Context: an optimization exercise on an open-source flow, tuned for small area and a short achievable clock period. The choices shown serve that exercise and are no tape-out recipe.
In this exercise RTL edits were held to simulation tests only and were not proved equivalent to the original.

**flow/run.sh**
```bash
#!/bin/bash
# synth_recipe.tcl (not shown) runs the flow's synth.tcl, then flattens the netlist and writes it again
# the make line also repeats each setting of config.mk as NAME=value (left out here)
make -C /OpenROAD-flow-scripts/flow DESIGN_CONFIG=/design/flow/config.mk WORK_HOME=/design/flow/orfs CLKGATE_MAP_FILE= SYNTH_SCRIPT=/design/flow/synth_recipe.tcl finish
```
**flow/config.mk**
```make
export PLATFORM = sky130hd
export DESIGN_NAME = cpu
export DESIGN_NICKNAME = cpu
export VERILOG_FILES = /design/flow/design.v
export SDC_FILE = /design/flow/constraint.sdc
export NUM_CORES = 4
export LEC_CHECK = 0
export CAP_MARGIN = 20
export CORE_MARGIN = 2
export CORE_UTILIZATION = 30
export PLACE_DENSITY = 0.5
export SLEW_MARGIN = 20
```
**flow/constraint.sdc**
```tcl
create_clock -name core_clock -period 32.0 [get_ports {clk}]
set_input_delay 6.4000 -clock core_clock [delete_from_list [all_inputs] [get_ports {clk}]]
set_output_delay 6.4000 -clock core_clock [all_outputs]
set_load 0.01 [all_outputs]
```
**flow/design.v**
```verilog
`timescale 1ns/10ps
module cpu (clk, reset, imem_addr, imem_rdata, dmem_addr, dmem_we, dmem_wdata, dmem_rdata);
	input  logic        clk, reset;
	output logic [63:0] imem_addr;
	input  logic [31:0] imem_rdata;
	output logic [63:0] dmem_addr;
	output logic        dmem_we;
	output logic [63:0] dmem_wdata;
	input  logic [63:0] dmem_rdata;
	logic [63:0] PC, PCBr;
	logic [31:0] IR;
	logic [63:0] Arf, Brf, RD2rf;
	logic [4:0]  Rdrf;
	logic [5:0]  distE;
	logic [63:0] resultE, mulE, RD2E;
	logic [4:0]  RdE;
	logic E_memtoreg, E_regwrite, E_memwrite, E_alu, E_sub, E_shift, E_wtr, E_dir, E_cond;
	logic M_memtoreg, M_regwrite, M_memwrite, M_wtr;
	logic flagLT;
	logic [63:0] rf [0:30];
	wire [4:0]  Rd = IR[4:0];
	wire [4:0]  Rn = IR[9:5];
	wire [4:0]  Rm = IR[20:16];
	wire [10:0] op = IR[31:21];
	wire d_addi = (IR[31:22] == 10'b1001000100);
	wire d_adds = (op == 11'b10101011000) && (IR[15:10] == 6'd0);
	wire d_subs = (op == 11'b11101011000) && (IR[15:10] == 6'd0);
	wire d_b    = (IR[31:26] == 6'b000101);
	wire d_blt  = (IR[31:24] == 8'b01010100) && (IR[4:0] == 5'b01011);
	wire d_cbz  = (IR[31:24] == 8'b10110100);
	wire d_ldur = (op == 11'b11111000010) && (IR[11:10] == 2'b00);
	wire d_stur = (op == 11'b11111000000) && (IR[11:10] == 2'b00);
	wire d_lsl  = (op == 11'b11010011011) && (IR[20:16] == 5'd0);
	wire d_lsr  = (op == 11'b11010011010) && (IR[20:16] == 5'd0);
	wire d_mul  = (op == 11'b10011011000) && (IR[15:10] == 6'h1F);
	wire Reg2Loc  = d_adds | d_subs | d_mul;
	wire ALUSrc   = d_addi | d_ldur | d_stur;
	wire d_normal = d_addi | d_adds | d_subs | d_ldur | d_stur | d_lsl | d_lsr | d_mul;
	wire [4:0]  RR2 = Reg2Loc ? Rm : Rd;
	wire [63:0] RD1 = (Rn  == 5'd31) ? 64'd0 : rf[Rn];
	wire [63:0] RD2 = (RR2 == 5'd31) ? 64'd0 : rf[RR2];
	wire [4:0] Q = (d_ldur | d_stur) ? Rd : Rm;
	logic [1:0] selA, selB;
	always_comb begin
		selA = 2'd0;
		selB = 2'd0;
		if (d_normal) begin
			if (Rn == 5'd31)           selA = 2'd0;
			else if (E_memwrite)       selA = (RdE == Rn) ? 2'd2 : 2'd0;
			else if (Rdrf == Rn)       selA = E_wtr ? 2'd3 : 2'd1;
			else if (RdE == Rn)        selA = 2'd2;
			if (Q == 5'd31)            selB = 2'd0;
			else if (E_memwrite)       selB = (RdE == Q) ? 2'd2 : 2'd0;
			else if (Rdrf == Q)        selB = E_wtr ? 2'd3 : 2'd1;
			else if (RdE == Q)         selB = 2'd2;
		end else if (d_cbz) begin
			if (Rdrf == 5'd31 && Rd == 5'd31) selB = 2'd0;
			else if (Rdrf == Rd)       selB = E_wtr ? 2'd3 : 2'd1;
			else if (RdE == Rd)        selB = 2'd2;
		end
	end
	logic [63:0] result, mulSel, WriteData;
	logic [63:0] A, B;
	always_comb begin
		case (selA)
			2'd0: A = RD1;
			2'd1: A = result;
			2'd2: A = WriteData;
			default: A = mulSel;
		endcase
		case (selB)
			2'd0: B = RD2;
			2'd1: B = result;
			2'd2: B = WriteData;
			default: B = mulSel;
		endcase
	end
	wire cbzZ = (B == 64'd0);
	wire [63:0] imm  = d_addi ? {52'd0, IR[21:10]} : {{55{IR[20]}}, IR[20:12]};
	wire [63:0] Bout = ALUSrc ? imm : B;
	wire [63:0] bb = E_sub ? ~Brf : Brf;
	wire [64:0] sum = {1'b0, Arf} + {1'b0, bb} + {64'd0, E_sub};
	assign result = E_alu ? sum[63:0] : Brf;
	wire ltE = Arf[63] ^ bb[63] ^ sum[64];
	wire ltNow = E_cond ? ltE : flagLT;
	wire [63:0] mulRes   = Arf * RD2rf;
	wire [63:0] shiftRes = E_dir ? (Arf >> distE) : (Arf << distE);
	assign mulSel = E_shift ? shiftRes : mulRes;
	assign WriteData = M_wtr ? mulE : (M_memtoreg ? dmem_rdata : resultE);
	assign dmem_addr  = resultE;
	assign dmem_we    = M_memwrite;
	assign dmem_wdata = RD2E;
	assign imem_addr  = PC;
	wire BrTaken = d_b | (d_blt & ltNow) | (d_cbz & cbzZ);
	wire [63:0] off = d_b ? {{38{IR[25]}}, IR[25:0]} : {{45{IR[23]}}, IR[23:5]};
	wire [63:0] target = PCBr + {off[61:0], 2'b00};
	wire [63:0] PCnext = BrTaken ? target : (PC + 64'd4);
	always_ff @(posedge clk) begin
		if (reset) begin
			PC <= 64'd0; PCBr <= 64'd0; IR <= 32'd0;
			Arf <= 64'd0; Brf <= 64'd0; RD2rf <= 64'd0; Rdrf <= 5'd0; distE <= 6'd0;
			resultE <= 64'd0; mulE <= 64'd0; RD2E <= 64'd0; RdE <= 5'd0;
		end else begin
			PC <= PCnext; PCBr <= PC; IR <= imem_rdata;
			Arf <= A; Brf <= Bout; RD2rf <= B; Rdrf <= Rd; distE <= IR[15:10];
			resultE <= result; mulE <= mulSel; RD2E <= RD2rf; RdE <= Rdrf;
		end
	end
	always_ff @(posedge clk) begin
		E_memtoreg <= d_ldur | d_stur;
		E_regwrite <= d_addi | d_adds | d_subs | d_ldur | d_lsl | d_lsr | d_mul;
		E_memwrite <= d_stur;
		E_alu      <= d_addi | d_adds | d_subs | d_ldur | d_stur;
		E_sub      <= d_subs;
		E_shift    <= d_lsl | d_lsr;
		E_wtr      <= d_lsl | d_lsr | d_mul;
		E_dir      <= d_lsr;
		E_cond     <= d_adds | d_subs;
		M_memtoreg <= E_memtoreg;
		M_regwrite <= E_regwrite;
		M_memwrite <= E_memwrite;
		M_wtr      <= E_wtr;
		flagLT     <= ltNow;
	end
	wire [4:0]  wa = reset ? 5'd0  : RdE;
	wire [63:0] wd = reset ? 64'd0 : WriteData;
	always_ff @(posedge clk) begin
		if (M_regwrite && wa != 5'd31)
			rf[wa] <= wd;
	end
endmodule
```
==> run notes <==
==> sequential cells by signal (all words and copies together) (netlist names), 5 cells and up <==
register,cells
Arf,64
Brf,64
IR,32
PC,64
PCBr,64
RD2E,64
RD2rf,64
RdE,5
Rdrf,5
distE,6
mulE,64
resultE,64
rf,1984
==> routing by layer <==
metal  GRT usage [%]  up-vias  wire length [um]
met5               0        -               422
met4            15.7       62             66300
met3            6.55     2186             90500
met2            40.4     9096            396000
met1            32.6    80400            337000
li1                -    63500                 -
==> cell usage in the layout, fill, tap and decap left out, types with 84 or more instances in the layout <==
| cell | n |
|---|---|
| a211oi_1 | 218 |
| a21o_1 | 146 |
| a21oi_1 | 624 |
| a31oi_1 | 142 |
| and2_1 | 992 |
| and3_1 | 111 |
| buf_4 | 577 |
| clkbuf_16 | 323 |
| clkdlybuf4s50_1 | 289 |
| dfxtp_1 | 487 |
| diode_2 | 86 |
| edfxtp_1 | 1984 |
| fa_1 | 1833 |
| ha_1 | 436 |
| inv_1 | 1988 |
| mux2_2 | 88 |
| mux2i_1 | 730 |
| mux4_2 | 703 |
| nand2_1 | 2833 |
| nand3_1 | 542 |
| nand4_1 | 96 |
| nor2_1 | 818 |
| nor2b_1 | 204 |
| nor3_1 | 117 |
| o211ai_1 | 94 |
| o21ai_0 | 565 |
| o22ai_1 | 84 |
| xnor2_1 | 268 |
| xor2_1 | 159 |
==> logic make-up (layout without fill, tap and decap cells) <==
| kind of cell | Yosys count | count (layout) | share of synthesized area [%] |
|---|---|---|---|
| AOI/OAI and AO/OA | 2497 | 2497 | 8.15 |
| xor gates and xnor gates | 427 | 427 | 1.89 |
| adders and majority gates | 2269 | 2269 | 21.3 |
| buffers and inverters | 3370 | 3454 | 6.56 |
| DFF | 2558 | 2558 | 35.9 |
| muxes | 1546 | 1546 | 12.3 |
| other | 0 | 86 | 0 |
| and+or+nand+nor | 6016 | 6016 | 14.0 |
==> cell type report <==
cell class / count / area (um^2) / area share (%)
Clock buffer: 418 / 8610 / 3.87
Antenna cell: 86 / 215 / 0.0967
Inverter: 1996 / 7500 / 3.37
Multi-Input combinational cell: 12800 / 115000 / 51.6
Sequential cell: 2558 / 71200 / 32.0
Tap cell: 8700 / 10900 / 4.89
Timing Repair Buffer: 888 / 7640 / 3.43
Clock inverter: 152 / 1600 / 0.718
==> stage by stage <==
step / setup slack (ns) / std cells / cell area [um^2] / hold WS (ns)
floorplan: 21.38 / 18700 / 198000 / 0.310
global placement: 18.04 / 26900 / 212000 / 0.310
detailed placement: 18.05 / 26900 / 212000 / 0.313
CTS: 18.12 / 27500 / 222000 / 0.326
global route: 17.51 / 27500 / 222000 / 0.340
finish: 17.82 / 27600 / 223000 / 0.324
==> worst max path at each step <==
| stage | startpoint | to | slack [ns] | cells after the start |
|---|---|---|---|---|
| after floorplan | Arf[26] | PC[38] | 21.38 | 39 |
| after global placement | dmem_rdata[16] | PC[18] | 18.04 | 20 |
| after detailed placement | dmem_rdata[16] | PC[18] | 18.05 | 20 |
| after CTS | RD2rf[1] | PC[18] | 18.12 | 37 |
| after global routing | Arf[15] | PC[32] | 17.51 | 35 |
| final | Arf[13] | PC[18] | 17.82 | 35 |
==> results by group <==
CTS
  – Post-CTS Setup Repair Bufs: 0
  – Clock-pin slew on the worst setup and hold paths: about 0.06 ns
  – Bufs on Longest Clock Path: 4
  – Clock root buffer: clkbuf_16
  – CTS Sinks: approximately 2600
  – H-tree depth: 5
  – TritonCTS clock tree: built
  – Clk latency of the worst-skew pair: between 1 and 1.5 ns
  – Post-CTS sizing: 0
  – CTS Buf Count: between 300 and 400
  – Post-CTS Hold Buffers: 0

Critical path
  – Worst path arrival time: about 15 ns
  – Req. time, crit path: between 30 and 40 ns
  – CP Class: flop to flop
  – Worst R2R Path Depth: 35
  – CP startpoint kind: flop
  – Max FO, Critical Path: between 40 and 50
  – Worst stage delay on the critical path: a little over 1 ns
  – Worst reg2reg path startpoint: Arf[13]
  – Crit-path leading delay family: adder cells
  – Slowest cell on crit path: o21ai_0
  – FF-to-FF setup slack: approximately 18 ns
  – Reg-to-reg endpoint: PC[18]
  – Most used cell, CP: fa_1
  – Worst Setup End Kind: flop
  – Worst path bufs/invs: 8

Floorplanning
  – Initial Utilization: ~30%
  – Io pins: roughly 290
  – Row Count: roughly 300
  – Die X: between 800 and 900 um
  – Die Height: 817 um
  – Core footprint: ~660000 um^2
  – Die ar.: around 670000 um^2

Yosys
  – Syn nets: ~21000
  – Most common cell in the netlist: nand2_1
  – Area fraction of the dominant cell type after synthesis: a little under a third
  – Sequential-to-total area share from yosys stat: 35.9%
  – Top FF cell, synth: edfxtp_1
  – Syn Area/Cell: around 11 um^2
  – Flops & latches, synth: between 2000 and 3000
  – Yosys warns: 1
  – EDFF count, synth: approximately 2000
  – Top post-synthesis cells by count: nand2_1, inv_1, edfxtp_1
  – Mapped Cells: around 19000
  – Post-synth top area cell: edfxtp_1
  – Post-synthesis cell area: about 200000 um^2
  – Async SR Flop Fraction: 0%
  – Area contributors post-synth: edfxtp_1, fa_1, mux4_2, dfxtp_1, nand2_1
  – Distinct cell type count after synthesis: slightly above 100

Final layout
  – Final Util: 33.8%
  – Share of layout cells above drive strength 1: between 10% and 20%
  – Fillers: 66500
  – Layout Nets: approximately 21000
  – Area growth, synth to finish: 12.3%

GRT
  – Vias in the first global route: ~150k
  – Initial antenna violation count: 111
  – Total track usage: between 20% and 30%
  – Largest net degree at the start of global routing: around 140
  – Grt ovf: 0
  – Global-route wire length before repair: 1240 mm

STA
  – Rel. slew slack: about 15%
  – RSZ-0062 raised after global routing: false
  – Fmax: about 0.07 GHz
  – Worst Tran Pin Value: around 1.2 ns
  – Final Cycle Share: ~44%
  – Worst clock skew: roughly 0.11 ns
  – Min Tclk post-route: 14.18 ns
  – Final hold viol count: 0
  – Final total negative setup slack: 0 ns
  – Final Slew Violations: 0
  – Final setup fails: 0

Job
  – Max-Cap Viols: 0

Drt
  – WL/cell: 32.3 um
  – Vias/cell: approximately 5.6
  – ANT nets after route: 0
  – Pre-antenna DRT Iters: 7
  – Drt first-iter violations: 19000
  – Total number of vias: around 160k
  – DRC viols: 0
  – Final WL: between 800 and 900 mm

Placed design
  – Gpl congestion: about 1
  – Dpl hpwl: 615 mm
  – PortBufs: 290

Min path
  – Hold depth: 0
  – Hold Path End: M_memtoreg
  – Worst Hold Launch: E_memtoreg
  – Class of the worst hold path: flop to flop

Status
  – Status: finished clean

[what the ideal ports hide]
Ports are ideal in the flow. The routed layout listed here was re-timed in OpenROAD. Step 1 (the two cells are an assumption about what drives the block):
set clk [get_ports {clk}]
set_driving_cell -lib_cell sky130_fd_sc_hd__clkbuf_16 $clk
set_driving_cell -lib_cell sky130_fd_sc_hd__buf_2 [delete_from_list [all_inputs] $clk]
Step 2 moves the port delays by t, midway between the first and last clock arrival at a register: inputs arrive t later, outputs are due t later. That takes back most of the time a late clock gives input paths. Three values: ideal, step 1, step 2; two values: the first two.
t, ns: 1.105
setup WS [ns]: 17.820 / 17.820 / 17.281
pins driven straight from the clock port: 1
After both steps setup and hold are still met in this run. The setup slack of this run moves by 0.000 ns with the drivers and by -0.539 ns with both steps.
